Context: an optimization exercise on an open-source flow, tuned for small area. The choices shown serve that exercise and are no tape-out recipe.
In this exercise RTL edits were held to simulation tests only and were not proved equivalent to the original.
Power figures rest on the tool's default switching activity, not on a simulated workload.

### flow/config.mk
export PLATFORM = sky130hd
export DESIGN_NAME = Interface_BH1750
export DESIGN_NICKNAME = Interface_BH1750
export VERILOG_FILES = /design/flow/design.v
export SDC_FILE = /design/flow/constraint.sdc
export NUM_CORES = 4
export LEC_CHECK = 0
export CAP_MARGIN = 20
export CORE_MARGIN = 2
export CORE_UTILIZATION = 40
export SLEW_MARGIN = 20
### flow/constraint.sdc
create_clock -name core_clock -period 10.0 [get_ports {clk}]
set_input_delay 2.0000 -clock core_clock [delete_from_list [all_inputs] [get_ports {clk}]]
set_output_delay 2.0000 -clock core_clock [all_outputs]
set_load 0.01 [all_outputs]
### flow/design.v
module clk_div #
(
	parameter	COUNTER_NUM = 3464	 
)
(
	input		clk,		 
	input		rst,		 
	output	reg	invert,				 
	output		tick				 
);
	reg		[31:0]		cnt;
	assign tick = (cnt >= COUNTER_NUM - 1) && !invert;
	always @ (posedge clk or negedge rst) 
		begin 
			if(!rst)
				begin
					cnt <= 32'd0;
					invert <= 0;
				end
			else          
				begin
					if(cnt >= COUNTER_NUM - 1)
						begin
							invert <= ~invert;
							cnt <= 1'b0;
						end
					else
						begin
							cnt <= cnt + 1'b1;
						end
				end
		end
endmodule 
module BH1750(clk,rst,scl,sda_i,sda_o,sda_oe,dvi,data_out);
	input			clk;
	input 			rst;
	output 			scl;
	input 			sda_i;		 
	output 			sda_o;		 
	output 			sda_oe;		 
	output  		dvi;
	output	[15:0]	data_out;
	wire	[7:0]	led;
	reg		[7:0]	r_led;
	assign led = r_led;
	reg				r_scl;
	reg 			r_sda;
	reg 			ctl_sda;
	wire			sda;
	assign sda = sda_i;
	assign sda_o = r_sda;
	assign sda_oe = ctl_sda;
	assign scl = r_scl;
	assign dvi = 1;               
	reg		[15:0]	data;
	assign data_out = data;
	reg	[7:0]  cnt_100khz;	
	always@(posedge clk or negedge rst)
		begin
			if(!rst)
				cnt_100khz<=1'b0;
			else if(cnt_100khz==59)
				cnt_100khz<=1'b0;
			else
				cnt_100khz<=cnt_100khz+1'b1;
		end
	reg clk_100khz;
	always@(posedge clk or negedge rst)
		begin	
			if(!rst)
				clk_100khz<=1'b0;
			else if(cnt_100khz==59)
				clk_100khz<=~clk_100khz;
			else
				clk_100khz<=clk_100khz;
		end	
	wire tick_100khz;
	assign tick_100khz = (cnt_100khz==59) && !clk_100khz;
	parameter [7:0] DEVICE_ADDR_W 	 = 8'h46;
	parameter [7:0] DEVICE_ADDR_R 	 = 8'h47;
	parameter [7:0] DEVICE_POWER_OFF = 8'h00;
	parameter [7:0] DEVICE_POWER_ON  = 8'h01;
	parameter [7:0] DEVICE_MEASURE   = 8'h13;
	reg [11:0] cnt;
	always@(posedge clk or negedge rst) begin
		if(!rst) begin
			ctl_sda<=1'b1;r_sda<=1'b1;
			r_scl<=1'b1;
			cnt<=0;
			r_led<=8'b00000000;
			data<=16'h0000;
		end else if(tick_100khz) begin
			cnt<=cnt+1'b1;
			case(cnt)
				0:	begin ctl_sda<=1'b1; r_led<=8'b00000000;	end
				1:	begin r_scl<=1'b1;	 	end
				2:	begin r_sda<=1'b1;		end
				3:	begin r_sda<=1'b0;		end
				4:	begin r_scl<=1'b0;	r_sda<=DEVICE_ADDR_W[7]; end
				5:	begin r_scl<=1'b1;							 end
				6:	begin r_scl<=1'b0;	r_sda<=DEVICE_ADDR_W[6]; end
				7:	begin r_scl<=1'b1;	 end
				8:	begin r_scl<=1'b0;	r_sda<=DEVICE_ADDR_W[5]; end
				9:	begin r_scl<=1'b1;	 end
			   10:	begin r_scl<=1'b0;	r_sda<=DEVICE_ADDR_W[4]; end
			   11:	begin r_scl<=1'b1;	 end				
			   12:	begin r_scl<=1'b0;	r_sda<=DEVICE_ADDR_W[3]; end
			   13:	begin r_scl<=1'b1;	 end
			   14:	begin r_scl<=1'b0;	r_sda<=DEVICE_ADDR_W[2]; end
			   15:	begin r_scl<=1'b1;	 end		
			   16:	begin r_scl<=1'b0;	r_sda<=DEVICE_ADDR_W[1]; end
			   17:	begin r_scl<=1'b1;	 end	
			   18:	begin r_scl<=1'b0;	r_sda<=DEVICE_ADDR_W[0]; end
			   19:	begin r_scl<=1'b1;	 end
			   20:	begin r_scl<=1'b0;	 end
			   21:	begin ctl_sda<=1'b0; end
			   22:	begin r_scl<=1'b1;	 end
			   23: 	begin 
						r_scl<=1'b0;
						if(sda==1'b0) begin
							cnt<=24;r_led[0]<=0;  
						end else
							cnt<=22; 
						end
			   24:	begin ctl_sda<=1'b1; end
			   25:	begin r_scl<=1'b0 ;  r_sda<=DEVICE_POWER_OFF[7]; end
			   26:	begin r_scl<=1'b1 ;   end	
			   27:	begin r_scl<=1'b0 ;  r_sda<=DEVICE_POWER_OFF[6]; end
			   28:	begin r_scl<=1'b1 ;   end	
			   29:	begin r_scl<=1'b0 ;  r_sda<=DEVICE_POWER_OFF[5]; end
			   30:	begin r_scl<=1'b1 ;   end	
			   31:	begin r_scl<=1'b0 ;  r_sda<=DEVICE_POWER_OFF[4]; end
			   32:	begin r_scl<=1'b1 ;   end	
			   33:	begin r_scl<=1'b0 ;  r_sda<=DEVICE_POWER_OFF[3]; end
			   34:	begin r_scl<=1'b1 ;   end	
			   35:	begin r_scl<=1'b0 ;  r_sda<=DEVICE_POWER_OFF[2]; end
			   36:	begin r_scl<=1'b1 ;   end	
			   37:	begin r_scl<=1'b0 ;  r_sda<=DEVICE_POWER_OFF[1]; end
			   38:	begin r_scl<=1'b1 ;   end		
			   39:	begin r_scl<=1'b0 ;  r_sda<=DEVICE_POWER_OFF[0]; end
			   40:	begin r_scl<=1'b1 ;   end	
			   41:  begin r_scl<=1'b0;	  end
			   42:	begin ctl_sda<=1'b0;  end
			   43:	begin r_scl<=1'b1;	  end
			   44:	begin 
						r_scl<=1'b0;
						if(sda==1'b0) begin
							cnt<=45;r_led[1]<=0;  
						end else
							cnt<=43; 
						end				
			   45: 	begin ctl_sda<=1'b1;	end		
			   46:	begin r_scl<=1'b1;	   end
			   47:  begin r_sda<=1'b0;	   end
			   48:	begin r_sda<=1'b1;	   end
				49:	begin ctl_sda<=1'b1;	end
				50:	begin r_scl<=1'b1;	 	end
				51:	begin r_sda<=1'b1;		end
				52:	begin r_sda<=1'b0;		end
				53:	begin r_scl<=1'b0;	r_sda<=DEVICE_ADDR_W[7]; end
				54:	begin r_scl<=1'b1;							 end
				55:	begin r_scl<=1'b0;	r_sda<=DEVICE_ADDR_W[6]; end
				56:	begin r_scl<=1'b1;	 end
				57:	begin r_scl<=1'b0;	r_sda<=DEVICE_ADDR_W[5]; end
				58:	begin r_scl<=1'b1;	 end
			    59:	begin r_scl<=1'b0;	r_sda<=DEVICE_ADDR_W[4]; end
			    60:	begin r_scl<=1'b1;	 end				
			    61:	begin r_scl<=1'b0;	r_sda<=DEVICE_ADDR_W[3]; end
			    62:	begin r_scl<=1'b1;	 end
			    63:	begin r_scl<=1'b0;	r_sda<=DEVICE_ADDR_W[2]; end
			    64:	begin r_scl<=1'b1;	 end		
			    65:	begin r_scl<=1'b0;	r_sda<=DEVICE_ADDR_W[1]; end
			    66:	begin r_scl<=1'b1;	 end	
			    67:	begin r_scl<=1'b0;	r_sda<=DEVICE_ADDR_W[0]; end
			    68:	begin r_scl<=1'b1;	 end
			    69:	begin r_scl<=1'b0;	 end
			    70:	begin ctl_sda<=1'b0; end
			    71:	begin r_scl<=1'b1;	 end
			    72: begin 
						r_scl<=1'b0;
						if(sda==1'b0) begin
							cnt<=73;r_led[2]<=0;  
						end else
							cnt<=71; 
						end
			    73:	begin ctl_sda<=1'b1; end
			    74:	begin r_scl<=1'b0 ;  r_sda<=DEVICE_POWER_ON[7]; end
			    75:	begin r_scl<=1'b1 ;   end	
			    76:	begin r_scl<=1'b0 ;  r_sda<=DEVICE_POWER_ON[6]; end
			    77:	begin r_scl<=1'b1 ;   end	
			    78:	begin r_scl<=1'b0 ;  r_sda<=DEVICE_POWER_ON[5]; end
			    79:	begin r_scl<=1'b1 ;   end	
			    80:	begin r_scl<=1'b0 ;  r_sda<=DEVICE_POWER_ON[4]; end
			    81:	begin r_scl<=1'b1 ;   end	
			    82:	begin r_scl<=1'b0 ;  r_sda<=DEVICE_POWER_ON[3]; end
			    83:	begin r_scl<=1'b1 ;   end	
			    84:	begin r_scl<=1'b0 ;  r_sda<=DEVICE_POWER_ON[2]; end
			    85:	begin r_scl<=1'b1 ;   end	
			    86:	begin r_scl<=1'b0 ;  r_sda<=DEVICE_POWER_ON[1]; end
			    87:	begin r_scl<=1'b1 ;   end		
			    88:	begin r_scl<=1'b0 ;  r_sda<=DEVICE_POWER_ON[0]; end
			    89:	begin r_scl<=1'b1 ;   end	
			    90:  begin r_scl<=1'b0;	  end
			    91:	begin ctl_sda<=1'b0;  end
			    92:	begin r_scl<=1'b1;	  end
			    93:	begin 
						r_scl<=1'b0;
						if(sda==1'b0) begin
							cnt<=94;r_led[3]<=0;  
						end else
							cnt<=92; 
						end				
			    94: begin ctl_sda<=1'b1;	end		
			    95:	begin r_scl<=1'b1;	   end
			    96: begin r_sda<=1'b0;	   end
			    97:	begin r_sda<=1'b1;	   end	
				98:		begin ctl_sda<=1'b1;	end
				99:		begin r_scl<=1'b1;	 	end
				100:	begin r_sda<=1'b1;		end
				101:	begin r_sda<=1'b0;		end
				102:	begin r_scl<=1'b0;	r_sda<=DEVICE_ADDR_W[7]; end
				103:	begin r_scl<=1'b1;							 end
				104:	begin r_scl<=1'b0;	r_sda<=DEVICE_ADDR_W[6]; end
				105:	begin r_scl<=1'b1;	 end
				106:	begin r_scl<=1'b0;	r_sda<=DEVICE_ADDR_W[5]; end
				107:	begin r_scl<=1'b1;	 end
			    108:	begin r_scl<=1'b0;	r_sda<=DEVICE_ADDR_W[4]; end
			    109:	begin r_scl<=1'b1;	 end				
			    110:	begin r_scl<=1'b0;	r_sda<=DEVICE_ADDR_W[3]; end
			    111:	begin r_scl<=1'b1;	 end
			    112:	begin r_scl<=1'b0;	r_sda<=DEVICE_ADDR_W[2]; end
			    113:	begin r_scl<=1'b1;	 end		
			    114:	begin r_scl<=1'b0;	r_sda<=DEVICE_ADDR_W[1]; end
			    115:	begin r_scl<=1'b1;	 end	
			    116:	begin r_scl<=1'b0;	r_sda<=DEVICE_ADDR_W[0]; end
			    117:	begin r_scl<=1'b1;	 end
			    118:	begin r_scl<=1'b0;	 end
			    119:	begin ctl_sda<=1'b0; end
			    120:	begin r_scl<=1'b1;	 end
			    121:	begin 
						r_scl<=1'b0;
						if(sda==1'b0) begin
							cnt<=122;r_led[4]<=0;  
						end else
							cnt<=120; 
						end
			    122:	begin ctl_sda<=1'b1; end
			    123:	begin r_scl<=1'b0 ;  r_sda<=DEVICE_MEASURE[7]; end
			    124:	begin r_scl<=1'b1 ;   end	
			    125:	begin r_scl<=1'b0 ;  r_sda<=DEVICE_MEASURE[6]; end
			    126:	begin r_scl<=1'b1 ;   end	
			    127:	begin r_scl<=1'b0 ;  r_sda<=DEVICE_MEASURE[5]; end
			    128:	begin r_scl<=1'b1 ;   end	
			    129:	begin r_scl<=1'b0 ;  r_sda<=DEVICE_MEASURE[4]; end
			    130:	begin r_scl<=1'b1 ;   end	
			    131:	begin r_scl<=1'b0 ;  r_sda<=DEVICE_MEASURE[3]; end
			    132:	begin r_scl<=1'b1 ;   end	
			    133:	begin r_scl<=1'b0 ;  r_sda<=DEVICE_MEASURE[2]; end
			    134:	begin r_scl<=1'b1 ;   end	
			    135:	begin r_scl<=1'b0 ;  r_sda<=DEVICE_MEASURE[1]; end
			    136:	begin r_scl<=1'b1 ;   end		
			    137:	begin r_scl<=1'b0 ;  r_sda<=DEVICE_MEASURE[0]; end
			    138:	begin r_scl<=1'b1 ;   end	
			    139:    begin r_scl<=1'b0;	  end
			    140:	begin ctl_sda<=1'b0;  end
			    141:	begin r_scl<=1'b1;	  end
			    142:	begin 
						r_scl<=1'b0;
						if(sda==1'b0) begin
							cnt<=143;r_led[5]<=0;  
						end else
							cnt<=141; 
						end				
			    143:    begin ctl_sda<=1'b1;	end		
			    144:	begin r_scl<=1'b1;	   end
			    145:	begin r_sda<=1'b0;	   end
			    146:	begin r_sda<=1'b1;	   end	
				2147:	begin ctl_sda<=1'b1;	end
				2148:	begin r_scl<=1'b1;	 	end
				2149:	begin r_sda<=1'b1;		end
				2150:	begin r_sda<=1'b0;		end
				2151:	begin r_scl<=1'b0;	r_sda<=DEVICE_ADDR_R[7]; end
				2152:	begin r_scl<=1'b1;							 end
				2153:	begin r_scl<=1'b0;	r_sda<=DEVICE_ADDR_R[6]; end
				2154:	begin r_scl<=1'b1;	 end
				2155:	begin r_scl<=1'b0;	r_sda<=DEVICE_ADDR_R[5]; end
				2156:	begin r_scl<=1'b1;	 end
			    2157:	begin r_scl<=1'b0;	r_sda<=DEVICE_ADDR_R[4]; end
			    2158:	begin r_scl<=1'b1;	 end				
			    2159:	begin r_scl<=1'b0;	r_sda<=DEVICE_ADDR_R[3]; end
			    2160:	begin r_scl<=1'b1;	 end
			    2161:	begin r_scl<=1'b0;	r_sda<=DEVICE_ADDR_R[2]; end
			    2162:	begin r_scl<=1'b1;	 end		
			    2163:	begin r_scl<=1'b0;	r_sda<=DEVICE_ADDR_R[1]; end
			    2164:	begin r_scl<=1'b1;	 end	
			    2165:	begin r_scl<=1'b0;	r_sda<=DEVICE_ADDR_R[0]; end
			    2166:	begin r_scl<=1'b1;	 end
			    2167:	begin r_scl<=1'b0;	r_sda<=1; end
			    2168:	begin ctl_sda<=1'b0; end
				2169:	begin r_scl<=1'b1;	 end
			    2170:	begin r_scl<=1'b0;	
						if(sda==1'b0)
							begin 
								cnt<=2171;  	end
							else
								cnt<=2169;
						end			 
			    2171:	begin r_scl<=1'b1 ;    end
			    2172:	begin data[15]<=sda ;   end
			    2173:	begin r_scl<=1'b0 ;   end	
			    2174:	begin r_scl<=1'b1 ;   end
			    2175:	begin data[14]<=sda ;  end	
			    2176:	begin r_scl<=1'b0 ;   end
  			    2177:	begin r_scl<=1'b1 ;   end	
			    2178:	begin data[13]<=sda ;  end
			    2179:	begin r_scl<=1'b0 ;   end	
			    2180:	begin r_scl<=1'b1 ;   end
			    2181:	begin data[12]<=sda ;  end	
			    2182:	begin r_scl<=1'b0 ;   end
				2183:	begin r_scl<=1'b1 ;   end	
			    2184:	begin data[11]<=sda ;  end
			    2185:	begin r_scl<=1'b0 ;   end		
			    2186:	begin r_scl<=1'b1 ;   end
			    2187:	begin data[10]<=sda ;  end	
			    2188:   begin r_scl<=1'b0;	  end
			    2189:	begin r_scl<=1'b1;  end
			    2190:	begin data[9]<=sda ;  end
			    2191:	begin r_scl<=1'b0;  end	
			    2192:   begin r_scl<=1'b1;	end		
				2193:	begin data[8]<=sda ;  end
				2194:	begin r_scl<=1'b0;	  end
				2195:	begin r_scl<=1'b1;ctl_sda<=1'b1;r_sda<=1'b0;end
				2196:	begin r_scl<=1'b1; end           
				2197:	begin r_scl<=1'b0; ctl_sda<=1'b1; r_sda<=1'b1;	end
				2198:	begin ctl_sda<=0;end
				2199:	begin r_scl<=1'b1 ;   end
			    2200:	begin data[7]<=sda ;   end
			    2201:	begin r_scl<=1'b0 ;   end	
			    2202:	begin r_scl<=1'b1 ;   end
			    2203:	begin data[6]<=sda ;   end	
			    2204:	begin r_scl<=1'b0 ;   end
  			    2205:	begin r_scl<=1'b1 ;   end	
			    2206:	begin data[5]<=sda ;   end
			    2207:	begin r_scl<=1'b0 ;   end	
			    2208:	begin r_scl<=1'b1 ;   end
			    2209:	begin data[4]<=sda ;   end	
			    2210:	begin r_scl<=1'b0 ;   end
				2211:	begin r_scl<=1'b1 ;   end	
			    2212:	begin data[3]<=sda ;   end
			    2213:	begin r_scl<=1'b0 ;   end		
			    2214:	begin r_scl<=1'b1 ;   end
			    2215:	begin data[2]<=sda ;   end	
			    2216:   begin r_scl<=1'b0;	  end
			    2217:	begin r_scl<=1'b1;    end
			    2218:	begin data[1]<=sda ;   end
			    2219:	begin r_scl<=1'b0;    end	
			    2220:   begin r_scl<=1'b1;	  end		
				2221:	begin data[0]<=sda ;   end
				2222:	begin r_scl<=1'b0;	  end
				2223:   begin ctl_sda<=1'b1; r_sda<=1;end
			   default:begin r_scl<=1'b1; ctl_sda<=1'b0;  end
			endcase
		end
	end
endmodule 
module Data_Process(data_input,data_output);
	input		[15:0]	data_input;
	output	reg	[7:0]	data_output;
	always@(data_input)
		begin
			data_output<=(data_input>>10);
		end
endmodule
module BIN_To_BCD(number, tens, ones);
   input  		[7:0]	number;
   output	reg	[3:0]	tens;
   output	reg	[3:0]	ones;
   reg 			[19:0]	shift;
   integer i;
   always@(number)
   begin
      shift[19:8] = 0;
	  shift[7:0] = number[7:0];
      for (i=0; i<8; i=i+1) begin
         if (shift[11:8] >= 5)
            shift[11:8] = shift[11:8] + 3;
         if (shift[15:12] >= 5)
            shift[15:12] = shift[15:12] + 3;
         if (shift[19:16] >= 5)
            shift[19:16] = shift[19:16] + 3;
         shift = shift << 1;
      end
      tens     = shift[15:12];
      ones     = shift[11:8];
   end
endmodule
module seg_led(tens,ones,segment_led_1,segment_led_2);
	input	[3:0]	tens;
	input	[3:0]	ones;
	output	[8:0]	segment_led_1;   
	output	[8:0]	segment_led_2;   
	function [8:0] seg;
		input [3:0] d;
		case (d)
			4'd0: seg = 9'h3f;    
			4'd1: seg = 9'h06;    
			4'd2: seg = 9'h5b;    
			4'd3: seg = 9'h4f;    
			4'd4: seg = 9'h66;    
			4'd5: seg = 9'h6d;    
			4'd6: seg = 9'h7d;    
			4'd7: seg = 9'h07;    
			4'd8: seg = 9'h7f;    
			4'd9: seg = 9'h6f;    
			default: seg = 9'h000;
		endcase
	endfunction
	assign segment_led_1 = seg(tens);
	assign segment_led_2 = seg(ones);
endmodule
module led_scan(clk,rst,number,tens,ones,row,line);
	input				clk;
	input				rst;
	input		[7:0]	number;
    input   	[3:0]	tens;
    input   	[3:0]	ones;
	output	reg	[15:0]	row;
	output	reg	[7:0]	line;
	wire	clk16Hz;	
	wire	tick16Hz;
	clk_div #
	(
	.COUNTER_NUM (100000)
	)
	clk16Hz_uut
	(
	.clk(clk),		 
	.rst(rst),		 
	.invert(clk16Hz),		 
	.tick(tick16Hz)
	);
	reg		[3:0] temp_num;
	reg		[3:0] temp_cnt;
	reg			  get_num_flag;
	always@(posedge clk or negedge rst)
		begin
			if (!rst)
				begin
					temp_num <= 0;
					temp_cnt <= 0;
					get_num_flag <= 1;
				end
			else if (tick16Hz)
				begin
					if (get_num_flag == 1)
						begin
							temp_num <= number[5:2];
							get_num_flag <= 0;
						end
					else if (temp_num == 15)
						begin
							temp_num <= 0;
							get_num_flag <= 1;
							temp_cnt <= temp_cnt + 1;
						end
					else
						temp_num <= temp_num + 1;
				end
		end
	wire	clk10KHz;
	wire	tick10KHz;
	clk_div #
	(
	.COUNTER_NUM (1200)		
	)
	clk10KHz_uut
	(
	.clk(clk),		 
	.rst(rst),		 
	.invert(clk10KHz),	 
	.tick(tick10KHz)
	);
	always@(posedge clk or negedge rst)
		begin
			if (!rst)
				row <= 16'h0001;
			else if (tick10KHz)
				row <= {row[14:0],row[15]};
		end
	function [7:0] cache;
		input [3:0] i;
		case (i[2:0])
			3'd0: cache = ~8'h00;
			3'd1: cache = ~8'h18;
			3'd2: cache = ~8'h3C;
			3'd3: cache = ~8'h7E;
			3'd4: cache = ~8'hDB;
			3'd5: cache = ~8'h99;
			3'd6: cache = ~8'h18;
			default: cache = ~8'h18;
		endcase
	endfunction
	always @ (*)
		begin
			case (row)
				16'h0001 : line = cache(temp_cnt+4'd0);
				16'h0002 : line = cache(temp_cnt+4'd1);
				16'h0004 : line = cache(temp_cnt+4'd2);
				16'h0008 : line = cache(temp_cnt+4'd3);
				16'h0010 : line = cache(temp_cnt+4'd4);
				16'h0020 : line = cache(temp_cnt+4'd5);
				16'h0040 : line = cache(temp_cnt+4'd6);
				16'h0080 : line = cache(temp_cnt+4'd7);
				16'h0100 : line = cache(temp_cnt+4'd8);
				16'h0200 : line = cache(temp_cnt+4'd9);
				16'h0400 : line = cache(temp_cnt+4'd10);
				16'h0800 : line = cache(temp_cnt+4'd11);
				16'h1000 : line = cache(temp_cnt+4'd12);
				16'h2000 : line = cache(temp_cnt+4'd13);
				16'h4000 : line = cache(temp_cnt+4'd14);
				16'h8000 : line = cache(temp_cnt+4'd15);
				default  : line = 8'hFF;
			endcase
		end
endmodule
module rgb_led(clk,rst,pwm_duty,led1,led2);
	input				clk;
	input				rst;
	input		[7:0]	pwm_duty;
	output	reg	[2:0]	led1;
	output	reg	[2:0]	led2;
	reg		[5:0]	count;
	localparam	cycle=6'd63;
		always@(posedge clk)
			if (!rst)
				count<=0;
			else if(count==cycle-1)
				count<=0;
			else
				count<=count+1;			
		always@(*)
			begin
			if(count<pwm_duty)
				begin
					led1<=3'b000;
					led2<=3'b000;
				end
			else
				begin
					led1<=3'b111;
					led2<=3'b111;
				end
			end	
endmodule
module Interface_BH1750(clk,rst,scl,sda_i,sda_o,sda_oe,dvi,seg_led1,seg_led2,row,line,rgb_led1,rgb_led2);
	input 			clk;
	input 			rst;
	output 			scl;
	input 			sda_i;		 
	output 			sda_o;		 
	output 			sda_oe;		 
	output  		dvi;
	output	[15:0]	row;
	output	[7:0]	line;
	output	[8:0]	seg_led1;  
	output	[8:0]	seg_led2;
	output	[2:0]	rgb_led1;
	output	[2:0]	rgb_led2;
	wire	[15:0]	BH1750_data_out;
	wire 	[7:0]	BH1750_processed_data;
	wire 	[3:0]	tens;
	wire 	[3:0]	ones;
	BH1750 u1
	(
	.clk(clk),
	.rst(rst),
	.scl(scl),
	.sda_i(sda_i),
	.sda_o(sda_o),
	.sda_oe(sda_oe),
	.dvi(dvi),
	.data_out(BH1750_data_out)
	);
	Data_Process u2
	(
	.data_input(BH1750_data_out),
	.data_output(BH1750_processed_data)
	);
	BIN_To_BCD u3
	(
	.number(BH1750_processed_data), 
	.tens(tens), 
	.ones(ones)
	);
	seg_led u4
	(
	.tens(tens),
	.ones(ones),
	.segment_led_1(seg_led1),   
	.segment_led_2(seg_led2)    
	);
	led_scan u5
	(
	.clk(clk),
	.rst(rst),
	.number(BH1750_processed_data),
	.tens(tens),
	.ones(ones),
	.row(row),
	.line(line)	
	);
	rgb_led u6
	(
	.clk(clk),
	.rst(rst),
	.pwm_duty(BH1750_processed_data),
	.led1(rgb_led1),
	.led2(rgb_led2)
	);
endmodule
### flow/run.sh
#!/bin/bash
# synth_recipe.tcl (not shown) runs the flow's synth.tcl, then flattens the netlist and writes it again
# the make line also repeats each setting of config.mk as NAME=value (left out here)
make -C /OpenROAD-flow-scripts/flow DESIGN_CONFIG=/design/flow/config.mk WORK_HOME=/design/flow/orfs CLKGATE_MAP_FILE= SYNTH_SCRIPT=/design/flow/synth_recipe.tcl finish
==> run_results.csv <==
group,metric,value,unit
sta,hold_viol_final,0,
critical_path,crit_path_frequent_cell,"ha_1",
layout,regArea,0.003129,mm2
cts,cts-buffers-inserted,17,
drt,via_count,7709,
yosys,synth_compound_area_share,18.65,%
sta,setup_slack,2.679,ns
die,die_h,152.3,um
yosys,synth_cell_types,102,
layout,antenna_cells,0,
pwr,peakVddDrop,120.1,uV
drt,final_antenna_net_count,0,
critical_path,crit_path_max_incr_delay,0.60,ns
layout,finalNetCount,1083,
cts,cts_tree,"done",
pwr,leakage,4.108,nW
pwr,total_power,1.312,mW
drt,via_per_inst,5.788,
yosys,synth-main-ff-cell,"dfrtp_1",
critical_path,critPathKind,"flop to output port",
sta,min_period,7.321,ns
die,rows,54,
drt,first_pass_iters,10,
cts,htreeDepth,4,
sta,tightest_slew,1.030,ns
critical_path,worst_setup_path_start_kind,"flop",
yosys,syn_inst,996,
sta,fmax,136.6,MHz
die,core_area,0.02169,mm2
yosys,synth-edff-count,0,
layout,area_growth,14.00,%
yosys,synth.avg_cell_area,8.833,um2
sta,clock_skew,0.01572,ns
layout,fillers,2071,
cts,clock_sinks,126,
global_route,grt_usage,18.97,%
yosys,synthSimpleGateAreaFrac,22.93,%
cts,cts_root_buf,"clkbuf_16",
global_route,grt_start_max_net_pins,73,
die,pin_count,55,
yosys,yosys_warnings,8,
critical_path,cp_cell_sequence,"inv_1, ha_1, inv_1, ha_1, a21oi_2, xnor2_1, inv_1, ha_1, nand2b_1, o211a_1, nor3_1, or2_2, ha_1, nor2b_1, o31ai_2, mux2_4, nor2b_2, a2111oi_2, clkdlybuf4s50_1",
min_path,min_path_type,"flop to flop",
sta,period_share,73.21,%
critical_path,end_kind,"output port",
critical_path,crit_buf_inv,4,
die,dieArea,0.02320,mm2
outcome,outcome,"timing/DRC/antenna clean",
layout,instances_no_fill,1332,
yosys,synth_xor_area_share,4.978,%
critical_path,cp_top_family,"compound AO/OA/AOI/OAI gates",
layout,multi_input_area,0.005266,mm2
critical_path,cp.arrival,5.32,ns
yosys,synthArstFlopShare,95.24,%
yosys,synth.cell_area,0.008797,mm2
placed_design,dp_hpwl,14.89,mm
global_route,grt_pass1_wl,36.58,mm
layout,drive_above_1_share,10.17,%
placed_design,io_buffers,49,
placed_design,pre_cts_slack,3.145,ns
sta,setup_viol,0,
cts,postCtsSetupBuffers,0,
drt,drt-total-wl,22.04,mm
die,initial_core_util,40.56,%
cts,ctsHoldBuffers,0,
placed_design,dpl-instance-area,0.009452,mm2
critical_path,cpMaxStageDelayCell,"clkdlybuf4s50_1",
critical_path,cp_num_cells,19,
cts,clk_pin_slew,0.06,ns
flow_run,drv_cap,0,
yosys,synth_fa_ha_area_share,5.831,%
drt,drc,0,
drt,drt_iter0_drc,1011,
sta,drv_slew,0,
pwr,powerDensity,130.9,mW/mm2
sta,rsz0062_at_grt,"no",
critical_path,reg2reg_depth,7,
cts,ctsLongestPathBuffers,2,
critical_path,path_max_fanout,7,
sta,max_slew_margin,30.37,%
critical_path,cp.required,8.00,ns
layout,final_area,0.01003,mm2
placed_design,gp_congestion,0.9598,
yosys,seq_area_frac_synth,35.57,%
sta,fin_setup_tns,0,ns
yosys,synth.ff_latch_count,126,
cts,clock_latency,0.43,ns
global_route,grt_pass1_vias,7019,
min_path,whs_path_depth,1,
global_route,antenna_found_initial,0,
yosys,muxShareOfSynthArea,5.732,%
drt,wl_per_cell,16.55,um
placed_design,dp.cells,1300,
die,fp.dieW,152.3,um
cts,post_cts_resized,0,
yosys,synth_top_family_by_area,"simple AND/OR/NAND/NOR gates",
global_route,gr-total-overflow,0,
[report_power, final]
part	internal [mW]	total, mW	switching [mW]
clock	0.365	0.602	0.237
sequential	0.529	0.548	0.0181
combinational	0.0627	0.163	0.100
total	0.957	1.31	0.356
[layout make-up]
cell class | count | share of cell area [%]
clock buffer | 22 | 4.729
clock inverter | 10 | 1.023
inverter | 40 | 1.497
multi-input combinational | 796 | 52.51
sequential | 126 | 31.20
tap | 280 | 3.493
timing repair buffer | 58 | 5.540
[cell usage in the layout (no fill, tap or decap), types with 11 or more instances in the layout]
master,synthesis,routed
a211oi_1,11,11
a21oi_1,47,47
and3_1,12,12
clkbuf_16,0,17
clkdlybuf4s50_1,0,48
conb_1,2,41
dfrtp_1,115,115
ha_1,41,41
inv_1,40,40
mux2_2,25,25
mux2i_1,16,16
nand2_1,67,67
nand2b_1,19,19
nand3_1,46,46
nand4_1,13,13
nor2_1,99,99
nor3_1,22,22
nor4_1,20,20
o21ai_0,59,59
o22ai_1,23,23
xnor2_1,23,23
xor2_1,27,27
[layer usage]
layer / up-vias / GRT usage (%) / wire length (um) / part of all wire (%)
met5: - / 0 / 0 / 0
met4: 0 / 7.610 / 713 / 3.2
met3: 76 / 5.319 / 2036 / 9.2
met2: 403 / 27.28 / 9429 / 43
met1: 3562 / 26.91 / 9859 / 45
li1: 3668 / - / - / -
[flip-flops by register name, indices dropped and copies added, names as in the netlist]
| signal | count |
|---|---|
| u5.clk10KHz_uut.cnt | 32 |
| u1.r_scl | 1 |
| u6.count | 6 |
| u5.row | 16 |
| u5.clk16Hz_uut.cnt | 32 |
| u1.cnt | 12 |
| u5.temp_num | 4 |
| u1.cnt_100khz | 8 |
| u5.temp_cnt | 3 |
| u1.clk_100khz | 1 |
| u1.r_sda | 1 |
| u5.clk10KHz_uut.invert | 1 |
| u1.data | 6 |
| u5.get_num_flag | 1 |
| u1.ctl_sda | 1 |
| u5.clk16Hz_uut.invert | 1 |
[kinds of logic after synthesis]
| group | after synthesis |
|---|---|
| other | 2 |
| xor gates and xnor gates | 50 |
| and+or+nand+nor | 373 |
| buffers and inverters | 113 |
| muxes | 45 |
| DFF | 126 |
| AOI/OAI and AO/OA | 246 |
| adders and majority gates | 41 |
[worst paths after layout]
check                                  startpoint  slack, ns                     end
max in group asynchronous                     rst       7.17               u1.cnt[3]
max reg2reg                             u1.cnt[6]       6.54               u1.cnt[0]
min in group asynchronous                     rst       1.69  u5.clk10KHz_uut.cnt[0]
min                        u5.clk10KHz_uut.cnt[0]       0.46  u5.clk10KHz_uut.cnt[0]
min reg2reg                u5.clk10KHz_uut.cnt[0]       0.46  u5.clk10KHz_uut.cnt[0]
max                                   u1.data[14]       2.68             seg_led2[6]
[Yosys cell counts, drive strengths merged (4+ instances only)]
cell    count  area, um2
nor2b      11      71.32
inv        40      150.1
nand2b     19      118.9
nor3b       4      35.03
nor4       24      175.2
mux2       27      307.8
nor2      102      400.4
o32ai       6      52.55
a211o       4      36.29
xnor2      23      201.4
nand3      47      240.2
nor3       24      130.1
and2        4      25.02
o211ai     10      75.07
xor2       27      236.5
nand3b      7      56.30
or4b        6      60.06
o21ai      66      330.3
or4         9      67.56
ha         41      513.0
o31ai       9      72.57
a211oi     11      82.58
clkbuf     21      78.83
dfrtp     115       2878
dfxtp       6      120.1
a31oi       8      50.05
nand2      67      251.5
a32oi       5      43.79
a21o        5      38.79
o22ai      23      143.9
dfstp       5      131.4
buf        52      319.0
a21oi      48      244.0
and3       12      75.07
mux2i      18      196.4
nand4      13      81.33
[metrics by stage]
step	util (%)	hold slack (ns)
finish	46.24	0.4565
global route	46.24	0.4776
CTS	46.24	0.4595
detailed placement	43.58	0.4519
global placement	43.58	0.4528
floorplan	-	0.4329

[afterwards: timing with drivers on the ports]
The results above use ideal ports. As a check the final layout listed here was re-extracted and re-timed, cells and wires unchanged.
Step 1 sets driving cells, clkbuf_16 on the clock port and buf_2 on the other inputs (assumed; they add their load-dependent delay and slew).
Step 2, shift: input delay + t, output delay - t, t = (earliest + latest rising clock arrival at the registers) / 2. This alone moves slack from input paths to output paths.
Slacks: no drivers / after step 1 / after step 2; pairs: no drivers / after step 1.
shift t [ns]: 0.469
slack for setup (ns): 2.679 / 2.630 / 3.099
latest minus earliest clock arrival (ns): 0.016 / 0.016
worst register clock-pin slew, ns: 0.07 / 0.07
After both steps setup and hold are still met in this run. The setup slack of this run moves by -0.049 ns with the drivers and by +0.420 ns with both steps.
